From an optimization exercise on the open Yosys and OpenROAD flow, aimed at small area and a short achievable clock period; shortcuts taken in it are not production practice.
RTL that was checked went through simulation tests only; none was proved equivalent to the original.
Function not checked in run 1: the RTL went through the layout flow alone.
Power and IR drop assume default switching activity.

## flow/design.v (module list and top-level ports; edited modules follow where they fit)
// module wallace_tree_multiplier: 1260 lines
// module mul_fa: 4 lines
// module mul_ha: 4 lines
module wallace_tree_multiplier (
    input  logic        clk,
    input  logic        reset,
    input  logic [31:0] multiplicand,
    input  logic [31:0] multiplier,
    output logic [63:0] product,
    output logic        overflow
);
  // ...
==> flow/flow/run.sh <==
#!/bin/bash
# Standard ORFS layout, with plain buf_1 cells as the port buffers (buffer_ports
# otherwise picks a delay-cell buffer for every port), and timing repair aimed
# at a 6.3 ns setup margin.
set -euo pipefail
export BUFFER_PORTS_ARGS="-buffer_cell sky130_fd_sc_hd__buf_1"
bash standard.sh SETUP_SLACK_MARGIN=6.3 finish > standard_flow.log 2>&1
==> flow/standard.sh <==
#!/bin/bash
# synth_recipe.tcl (not shown) runs the flow's synth.tcl, then flattens the netlist and writes it again
# the make line also repeats each setting of config.mk as NAME=value (left out here)
make -C /OpenROAD-flow-scripts/flow DESIGN_CONFIG=/design/flow/config.mk WORK_HOME=/design/flow/orfs CLKGATE_MAP_FILE= SYNTH_SCRIPT=/design/flow/synth_recipe.tcl "${@:-finish}"
==> flow/config.mk <==
export PLATFORM = sky130hd
export DESIGN_NAME = wallace_tree_multiplier
export DESIGN_NICKNAME = wallace_tree_multiplier
export VERILOG_FILES = /design/flow/design.v
export SDC_FILE = /design/flow/constraint.sdc
export NUM_CORES = 4
export LEC_CHECK = 0
export ABC_AREA = 1
export CAP_MARGIN = 20
export CORE_MARGIN = 2
export CORE_UTILIZATION = 70
export SLEW_MARGIN = 20
export SYNTH_HIERARCHICAL = 1
==> flow/constraint.sdc <==
create_clock -name core_clock -period 13.5 [get_ports {clk}]
set_input_delay 2.7000 -clock core_clock [delete_from_list [all_inputs] [get_ports {clk}]]
set_output_delay 2.7000 -clock core_clock [all_outputs]
set_load 0.01 [all_outputs]
==> impl_metrics.yaml, run 1 <==
floorplanning:
  die_w_um: 193
worst_setup_path:
  critPathMaxStageDelay_ns: 0.52
  critPathMostFrequentCell: "fa_1"
  crit_end: "qb[35]"
finish:
  nMultiInputCombCells: 2219
  design.seq.count: 106
logic_synthesis:
  synth_top_area_frac: 0.354
  yosysMostFrequentCell: "xor2_1"
  synthArstFlopShare: 1.00
  synthMuxAreaShare: 0
  ys.flop_type: "dfrtp_1"
  synth.avg_cell_area_um2: 8.89
global_route:
  grt_pass1_wl_um: 131000
  grtUsageMet1: 0.595
  grt_start_max_net_pins: 70
  track_usage: 0.457
clocking:
  clock_tree.htree_level_count: 3
  clock-root-buffer: "clkbuf_16"
  clk_pin_slew_ns: 0.09
  cts_buffers: 9
detailed_routing:
  met3_wirelength_um: 12100
  drtIter0Drc: 3164
  top_layer_used: "met5"
  dr.pass1.iters: 8
outcome:
  status: "no timing/DRC/antenna violations"
power_and_ir_drop:
  leakagePower_nw: 11.6
  switchingPower_mw: 3.87
==> run 2: changes to the inputs <==
--- a/flow/design.v
+++ b/flow/design.v
@@ -22,17 +22,17 @@
     logic [32:0] pp10;
     logic [32:0] pp11;
     logic [32:0] pp12;
     logic [32:0] pp13;
     logic [32:0] pp14;
     logic [32:0] pp15;
     logic s1, c2, s3, c4, s5, c6, s7, c8, s9, c10, s11, c12, s13, c14, s15, c16, s17, c18, s19, c20, s21, c22, s23, c24, s25, c26, s27, c28, s29, c30, s31, c32, s33, c34, s35, c36, s37, c38, s39, c40, s41, c42, s43, c44, s45, c46, s47, c48, s49, c50, s51, c52, s53, c54, s55, c56, s57, c58, s59, c60, s61, c62, s63, c64, s65, c66, s67, c68, s69, c70, s71, c72, s73, c74, s75, c76, s77, c78, s79, c80, s81, c82, s83, c84, s85, c86, s87, c88, s89, c90, s91, c92, s93, c94, s95, c96, s97, c98, s99, c100, s101, c102, s103, c104, s105, c106, s107, c108, s109, c110, s111, c112, s113, c114, s115, c116, s117, c118, s119, c120, s121, c122, s123, c124, s125, c126, s127, c128, s129, c130, s131, c132, s133, c134, s135, c136, s137, c138, s139, c140, s141, c142, s143, c144, s145, c146, s147, c148, s149, c150, s151, c152, s153, c154, s155, c156, s157, c158, s159, c160, s161, c162, s163, c164, s165, c166, s167, c168, s169, c170, s171, c172, s173, c174, s175, c176, s177, c178, s179, c180, s181, c182, s183, c184, s185, c186, s187, c188, s189, c190, s191, c192, s193, c194, s195, c196, s197, c198, s199, c200, s201, c202, s203, c204, s205, c206, s207, c208, s209, c210, s211, c212, s213, c214, s215, c216, s217, c218, s219, c220, s221, c222, s223, c224, s225, c226, s227, c228, s229, c230, s231, c232, s233, c234, s235, c236, s237, c238, s239, c240, s241, c242, s243, c244, s245, c246, s247, c248, s249, c250, s251, c252, s253, c254, s255, c256, s257, c258, s259, c260, s261, c262, s263, c264, s265, c266, s267, c268, s269, c270, s271, c272, s273, c274, s275, c276, s277, c278, s279, c280, s281, c282, s283, c284, s285, c286, s287, c288, s289, c290, s291, c292, s293, c294, s295, c296, s297, c298, s299, c300, s301, c302, s303, c304, s305, c306, s307, c308, s309, c310, s311, c312, s313, c314, s315, c316, s317, c318, s319, c320, s321, c322, s323, c324, s325, c326, s327, c328, s329, c330, s331, c332, s333, c334, s335, c336, s337, c338, s339, c340, s341, c342, s343, c344, s345, c346, s347, c348, s349, c350, s351, c352, s353, c354, s355, c356, s357, c358, s359, c360, s361, c362, s363, c364, s365, c366, s367, c368, s369, c370, s371, c372, s373, c374, s375, c376, s377, c378, s379, c380, s381, c382, s383, c384, s385, c386, s387, c388, s389, c390, s391, c392, s393, c394, s395, c396, s397, c398, s399, c400, s401, c402, s403, c404, s405, c406, s407, c408, s409, c410, s411, c412, s413, c414, s415, c416, s417, c418, s419, c420, s421, c422, s423, c424, s425, c426, s427, c428, s429, c430, s431, c432, s433, c434, s435, c436, s437, c438, s439, c440, s441, c442, s443, c444, s445, c446, s447, c448, s449, c450, s451, c452, s453, c454, s455, c456, s457, c458, s459, c460, s461, c462, s463, c464, s465, c466, s467, c468, s469, c470, s471, c472, s473, c474, s475, c476, s477, c478, s479, c480, s481, c482, s483, c484, s485, c486, s487, c488, s489, c490, s491, c492, s493, c494, s495, c496, s497, c498, s499, c500, s501, c502, s503, c504, s505, c506, s507, c508, s509, c510, s511, c512, s513, c514, s515, c516, s517, c518, s519, c520, s521, c522, s523, c524, s525, c526, s527, c528, s529, c530, s531, c532, s533, c534, s535, c536, s537, c538, s539, c540, s541, c542, s543, c544, s545, c546, s547, c548, s549, c550, s551, c552, s553, c554, s555, c556, s557, c558, s559, c560, s561, c562, s563, c564, s565, c566, s567, c568, s569, c570, s571, c572, s573, c574, s575, c576, s577, c578, s579, c580, s581, c582, s583, c584, s585, c586, s587, c588, s589, c590, s591, c592, s593, c594, s595, c596, s597, c598, s599, c600, s601, c602, s603, c604, s605, c606, s607, c608, s609, c610, s611, c612, s613, c614, s615, c616, s617, c618, s619, c620, s621, c622, s623, c624, s625, c626, s627, c628, s629, c630, s631, c632, s633, c634, s635, c636, s637, c638, s639, c640, s641, c642, s643, c644, s645, c646, s647, c648, s649, c650, s651, c652, s653, c654, s655, c656, s657, c658, s659, c660, s661, c662, s663, c664, s665, c666, s667, c668, s669, c670, s671, c672, s673, c674, s675, c676, s677, c678, s679, c680, s681, c682, s683, c684, s685, c686, s687, c688, s689, c690, s691, c692, s693, c694, s695, c696, s697, c698, s699, c700, s701, c702, s703, c704, s705, c706, s707, c708, s709, c710, s711, c712, s713, c714, s715, c716, s717, c718, s719, c720, s721, c722, s723, c724, s725, c726, s727, c728, s729, c730, s731, c732, s733, c734, s735, c736, s737, c738, s739, c740, s741, c742, s743, c744, s745, c746, s747, c748, s749, c750, s751, c752, s753, c754, s755, c756, s757, c758, s759, c760, s761, c762, s763, c764, s765, c766, s767, c768, s769, c770, s771, c772, s773, c774, s775, c776, s777, c778, s779, c780, s781, c782, s783, c784, s785, c786, s787, c788, s789, c790, s791, c792, s793, c794, s795, c796, s797, c798, s799, c800, s801, c802, s803, c804, s805, c806, s807, c808, s809, c810, s811, c812, s813, c814, s815, c816, s817, c818, s819, c820, s821, c822, s823, c824, s825, c826, s827, c828, s829, c830, s831, c832, s833, c834, s835, c836, s837, c838, s839, c840, s841, c842, s843, c844, s845, c846, s847, c848, s849, c850, s851, c852, s853, c854, s855, c856, s857, c858, s859, c860, s861, c862, s863, c864, s865, c866, s867, c868, s869, c870, s871, c872, s873, c874, s875, c876, s877, c878, s879, c880, s881, c882, s883, c884, s885, c886, s887, c888, s889, c890, s891, c892, s893, c894, s895, c896, s897, c898, s899, c900, s901, c902, s903, c904, s905, c906, s907, c908, s909, c910, s911, c912, s913, c914, s915, c916, s917, c918, s919, c920, s921, c922, s923, c924, s925, c926, s927, c928, s929, c930, s931, c932, s933, c934, s935, c936, s937, c938, s939, c940, s941, c942, s943, c944, s945, c946, s947, c948, s949, c950, s951, c952, s953, c954, s955, c956, s957, c958, s959, c960, s961, c962, g963, p964, g965, p966, g967, p968, g969, p970, g971, p972, g973, p974, g975, p976, g977, p978, g979, p980, g981, p982, g983, p984, g985, p986, g987, p988, g989, p990, g991, p992, g993, p994, g995, p996, g997, p998, g999, p1000, g1001, p1002, g1003, p1004, g1005, p1006, g1007, p1008, g1009, p1010, g1011, p1012, g1013, p1014, g1015, p1016, g1017, p1018, g1019, p1020, g1021, p1022, g1023, p1024, g1025, p1026, g1027, p1028, g1029, p1030, g1031, p1032, g1033, p1034, g1035, p1036, g1037, p1038, g1039, p1040, g1041, p1042, g1043, p1044, G1045, P1046, G1047, P1048, G1049, P1050, G1051, P1052, G1053, P1054, G1055, P1056, G1057, P1058, G1059, P1060, G1061, P1062, G1063, P1064, G1065, P1066, G1067, P1068, G1069, P1070, G1071, P1072, G1073, P1074, G1075, P1076, G1077, P1078, G1079, P1080, G1081, P1082, G1083, P1084, G1085, P1086, G1087, P1088, G1089, P1090, G1091, P1092, G1093, P1094, G1095, P1096, G1097, P1098, G1099, P1100, G1101, P1102, G1103, P1104, G1105, P1106, G1107, P1108, G1109, P1110, G1111, P1112, G1113, P1114, G1115, P1116, G1117, P1118, G1119, P1120, G1121, P1122, G1123, P1124, G1125, P1126, G1127, P1128, G1129, P1130, G1131, P1132, G1133, P1134, G1135, P1136, G1137, P1138, G1139, P1140, G1141, P1142, G1143, P1144, G1145, P1146, G1147, P1148, G1149, P1150, G1151, P1152, G1153, P1154, G1155, P1156, G1157, P1158, G1159, P1160, G1161, P1162, G1163, P1164, G1165, P1166, G1167, P1168, G1169, P1170, G1171, P1172, G1173, P1174, G1175, P1176, G1177, P1178, G1179, P1180, G1181, P1182, G1183, P1184, G1185, P1186, G1187, P1188, G1189, P1190, G1191, P1192, G1193, P1194, G1195, P1196, G1197, P1198, G1199, P1200, G1201, P1202, G1203, P1204, G1205, P1206, G1207, P1208, G1209, P1210, G1211, P1212, G1213, P1214, G1215, P1216, G1217, P1218, G1219, P1220, G1221, P1222, G1223, P1224, G1225, P1226, G1227, P1228, G1229, P1230, G1231, P1232, G1233, P1234, G1235, P1236, G1237, P1238, G1239, P1240, G1241, P1242, G1243, P1244, G1245, P1246, G1247, P1248, G1249, P1250, G1251, P1252, G1253, P1254, G1255, P1256, G1257, P1258, G1259, P1260, G1261, P1262, G1263, P1264, G1265, P1266, G1267, P1268, G1269, P1270, G1271, P1272, G1273, P1274, G1275, P1276, G1277, P1278, G1279, P1280, G1281, P1282, G1283, P1284, G1285, P1286, G1287, P1288, G1289, P1290, G1291, P1292, G1293, P1294, G1295, P1296, G1297, P1298, G1299, P1300, G1301, P1302, G1303, P1304, G1305, P1306, G1307, P1308, G1309, P1310, G1311, P1312, G1313, P1314, G1315, P1316, G1317, P1318, G1319, P1320, G1321, P1322, G1323, P1324, G1325, P1326, G1327, P1328, G1329, P1330, G1331, P1332, G1333, P1334, G1335, P1336, G1337, P1338, G1339, P1340, G1341, P1342, G1343, P1344, G1345, P1346, G1347, P1348, G1349, P1350, G1351, P1352, G1353, P1354, G1355, P1356, G1357, P1358, G1359, P1360, G1361, P1362, G1363, P1364, G1365, P1366, G1367, P1368, G1369, P1370, G1371, P1372, G1373, P1374, G1375, P1376, G1377, P1378, G1379, P1380, G1381, P1382, G1383, P1384, G1385, P1386, G1387, P1388, G1389, P1390, G1391, P1392, G1393, P1394, G1395, P1396, G1397, P1398, G1399, P1400, G1401, P1402, G1403, P1404, G1405, P1406, G1407, P1408, G1409, P1410, G1411, P1412, G1413, P1414, G1415, P1416, G1417, P1418, G1419, P1420, G1421, P1422, G1423, P1424, G1425, P1426, G1427, P1428;
     logic [63:0] sum;
-    logic [63:0] da, db, qa, qb;
+    logic [63:0] da, qa, db, qb;
     assign one[0] = multiplier[0] ^ 1'b0;
     assign two[0] = (multiplier[1] & ~multiplier[0] & ~1'b0) | (~multiplier[1] & multiplier[0] & 1'b0);
     assign neg[0] = multiplier[1];
     assign one[1] = multiplier[2] ^ multiplier[1];
     assign two[1] = (multiplier[3] & ~multiplier[2] & ~multiplier[1]) | (~multiplier[3] & multiplier[2] & multiplier[1]);
     assign neg[1] = multiplier[3];
     assign one[2] = multiplier[4] ^ multiplier[3];
     assign two[2] = (multiplier[5] & ~multiplier[4] & ~multiplier[3]) | (~multiplier[5] & multiplier[4] & multiplier[3]);
==> run 2 against run 1 <==
Still clean. Setup slack unchanged. Design area unchanged. Utilization unchanged. Die area stayed put. Flip-flop and latch count is the same. Combinational power about the same. Critical path depth is the same. Hold slack is the same. Largest cell class unchanged.
==> impl_metrics.yaml, run 2 <==
detailed_routing:
  drc: 0
  postRouteAntennaNets: 0
  drt-vias-per-instance: 6.89
  vias: 22500
  routed_wl_um: 84500
  wl_per_cell_um: 25.9
  dr.pass1.iters: 8
  drtIter0Drc: 3164
global_route:
  track_usage: 0.457
  grt_overflow: 0
  grt_pass1_vias: 23300
  antenna_found_initial: 2
  grt_pass1_wl_um: 131000
  grt_start_max_net_pins: 70
worst_setup_path:
  cp_slowest_cell: "o21ai_4"
  crit_arrival_ns: 7.45
  worstSetupEndpointType: "flop"
  r2r_slack_ns: 8.22
  required_ns: 13.78
  critPathMostFrequentCell: "fa_1"
  cp_cell_sequence: "clkbuf_2 -> buf_6 -> inv_1 -> o21ai_4 -> o22ai_1 -> xor2_1 -> fa_1 -> fa_1 -> fa_1 -> fa_1 -> fa_1 -> fa_1 -> fa_1"
  r2r_cells: 26
  worst-path-max-fanout: 35
  critPathBufInv: 3
  critPathMaxStageDelay_ns: 0.52
  crit_type: "input pin to flop"
  rr_endpoint: "overflow"
  timing.rr.start: "qa[0]"
  path_delay_family: "adder cells"
  cp-start-kind: "input pin"
clocking:
  cts_buffers: 9
  clock-root-buffer: "clkbuf_16"
  ctsHoldBuffers: 0
  cts_buffer_depth: 2
  clk_pin_slew_ns: 0.09
  cts_tree: "yes"
  cts.sinks: 106
  clock_latency_ns: 0.40
  clock_tree.htree_level_count: 3
finish:
  area_growth_pct: 6.15
  num_antenna_cells: 0
  final_cell_mix: "490 x xor2_1, 465 x o22ai_1, 444 x fa_1"
  top_register: "qa"
  seqCellArea_um2: 2650
  drive_gt1_frac: 0.0745
  largestRegisters: "qa x64, qb x41, overflow x1"
  post-route-util: 0.751
  nFillCells: 2640
  final_nets: 3395
  final_common_cell: "xor2_1"
  multi_input_area_um2: 20800
  largest_register_ffs: 64
floorplanning:
  initial_utilization: 0.707
  die_w_um: 193
  ios: 131
  die_h_um: 193
  coreArea_um2: 35500
  row_count: 69
  die-area_um2: 37400
timing:
  setup_viol: 0
  holdWs_ns: 0.777
  fin_skew_ns: 0.0125
  max_freq_mhz: 140
  max-slew-margin-rel: 0.370
  rsz0062_at_grt: "true"
  hold_viol: 0
  fin_ws_ns: 6.34
  period_minus_slack_ns: 7.16
  tns_ns: 0
  min_period_over_period: 0.531
  slew_viol_final: 0
  tightest_slew_ns: 0.946
power_and_ir_drop:
  switching_share: 0.527
  p_int_mw: 3.48
  switchingPower_mw: 3.87
  leakagePower_nw: 11.6
  power.density_nw_per_um2: 276
  finalPower_mw: 7.34
  clkPwrFrac: 0.040
  peakVddDrop_v: 0.000332
  power_frac_comb: 0.860
  p_seq_frac: 0.099
outcome:
  status: "no timing/DRC/antenna violations"
min_path:
  whs_endpoint: "overflow"
  hp-start: "qa[63]"
  hold_depth: 5
  hold_path.class: "flop to flop"
placed_design:
  place.gp.congestion: 0.973
  preCtsSetupSlack_ns: 5.32
  place_hpwl_um: 57500
  port-buffer-count: 130
flow_run:
  drv_cap: 0
logic_synthesis:
  synth-seq-area-share: 0.106
  synth_top_area_cell: "fa_1"
  synth_top_area_frac: 0.354
  synth_seq_cells: 106
  ys.flop_type: "dfrtp_1"
  yosysMostFrequentCell: "xor2_1"
  synth_edf_count: 0
  synth_area_um2: 25100
  synth.area.top_cells: "fa_1 35%, xor2_1 17%, o22ai_1 12%"
  synth_fp_nets: 3418
  synthTopCellsByCount: "490 x xor2_1, 465 x o22ai_1, 444 x fa_1"
  synthCells: 2824
  synth.avg_cell_area_um2: 8.89
  synthArstFlopShare: 1.00
  synth_cell_type_count: 45
  yosys_warnings: 7
==> run 2: cell counts in the layout (fill, tap and decap cells not counted) <==
Identical to the previous run, type by type.
==> run 2: layout make-up <==
class | count | share of cell area
sequential | 106 | 0.0995
inverter | 235 | 0.0338
timing repair buffer | 228 | 0.0540
timing repair inverter | 2 | 0.000470
tap | 461 | 0.0216
multi-input combinational | 2219 | 0.779
clock inverter | 6 | 0.00272
clock buffer | 10 | 0.00897
==> run 2: modules after synthesis (local to each module, per instance) <==
module / cells inside / cell area, um2
mul_fa: 1 / 20.0
mul_ha: 1 / 12.5
wallace_tree_multiplier: 2357 / 15900
==> run 2: worst reg2reg max path: cells and delay by family (launching register included) <==
kind,cells,cell delay (ns)
AND/OR/NAND/NOR,20,3.07
adder cells (fa/ha/maj),3,1.15
buffers and inverters,3,0.64
flip-flops,1,0.33
==> run 2: logic make-up (layout without fill, tap and decap cells) <==
| family | count (synthesis) | count (layout) | synth area share |
|---|---|---|---|
| compound gates | 641 | 643 | 0.155 |
| xor+xnor | 502 | 502 | 0.176 |
| fa+ha+maj | 528 | 528 | 0.396 |
| buf+inv | 501 | 481 | 0.0760 |
| flops | 106 | 106 | 0.106 |
| other cells | 1 | 1 | 0.000149 |
| simple gates | 545 | 545 | 0.0914 |
==> run 2: how the worst max path moves through the flow <==
stage	cells past startpoint	endpoint	startpoint	slack [ns]
6_report	13	qb[35]	multiplier[29]	6.34
5_1_grt	16	qb[35]	multiplier[11]	6.23
4_1_cts	14	qb[35]	multiplier[5]	6.30
3_5_place_dp	14	qb[29]	multiplier[15]	5.32
3_3_place_gp	14	qb[29]	multiplier[15]	5.43
2_1_floorplan	13	qb[35]	multiplier[11]	6.40
==> run 2: stage by stage <==
step	cell area (um2)	cells
after CTS	26400	3256
after detailed placement	25800	3227
after floorplan	25100	2824
final	26600	3267
after global placement	25800	3227
after global routing	26600	3267
==> run 2: power groups by stage <==
stage | Combinational [mW] | Sequential (mW) | Clock (mW)
after floorplan | 4.40 | 0.709 | 0
after global placement | 5.96 | 0.730 | 0
after detailed placement | 6.23 | 0.733 | 0
after CTS | 6.29 | 0.728 | 0.301
after global routing | 7.20 | 0.742 | 0.311
final | 6.32 | 0.730 | 0.297
==> run 2: timing repair <==
item | in CTS | in global routing
pin swaps | 4 | 4
setup endpoints to repair | 58 | 31
resized for setup | 30 | 48
gates cloned | 3 | 1
buffers inserted | 10 | 10
==> run 2: per-layer routing <==
metal	up-vias	track usage	routed length, um
li1	9278	-	-
met1	10900	0.595	30400
met2	1929	0.674	36200
met3	432	0.144	12100
met4	2	0.271	5760
met5	-	0	13

==> separate check: timing with driven ports <==
Ports are ideal in the flow. The routed layouts listed here were re-timed in OpenROAD.
Step 1 sets driving cells, clkbuf_16 on the clock port and buf_2 on the other inputs (assumed; they add their load-dependent delay and slew).
Step 2, shift: input delay + t, output delay - t, t = (earliest + latest rising clock arrival at the registers) / 2. This alone moves slack from input paths to output paths.
a / b / c = ideal ports / drivers / drivers and shift; a / b = the first two.
run	shift t [ns]	setup slack, ns	latest minus earliest clock arrival (ns)
run 1	0.450	6.336 / 6.360 / 5.910	0.019 / 0.019
run 2	0.450	6.336 / 6.360 / 5.910	0.019 / 0.019
After both steps every run listed still meets setup and hold.
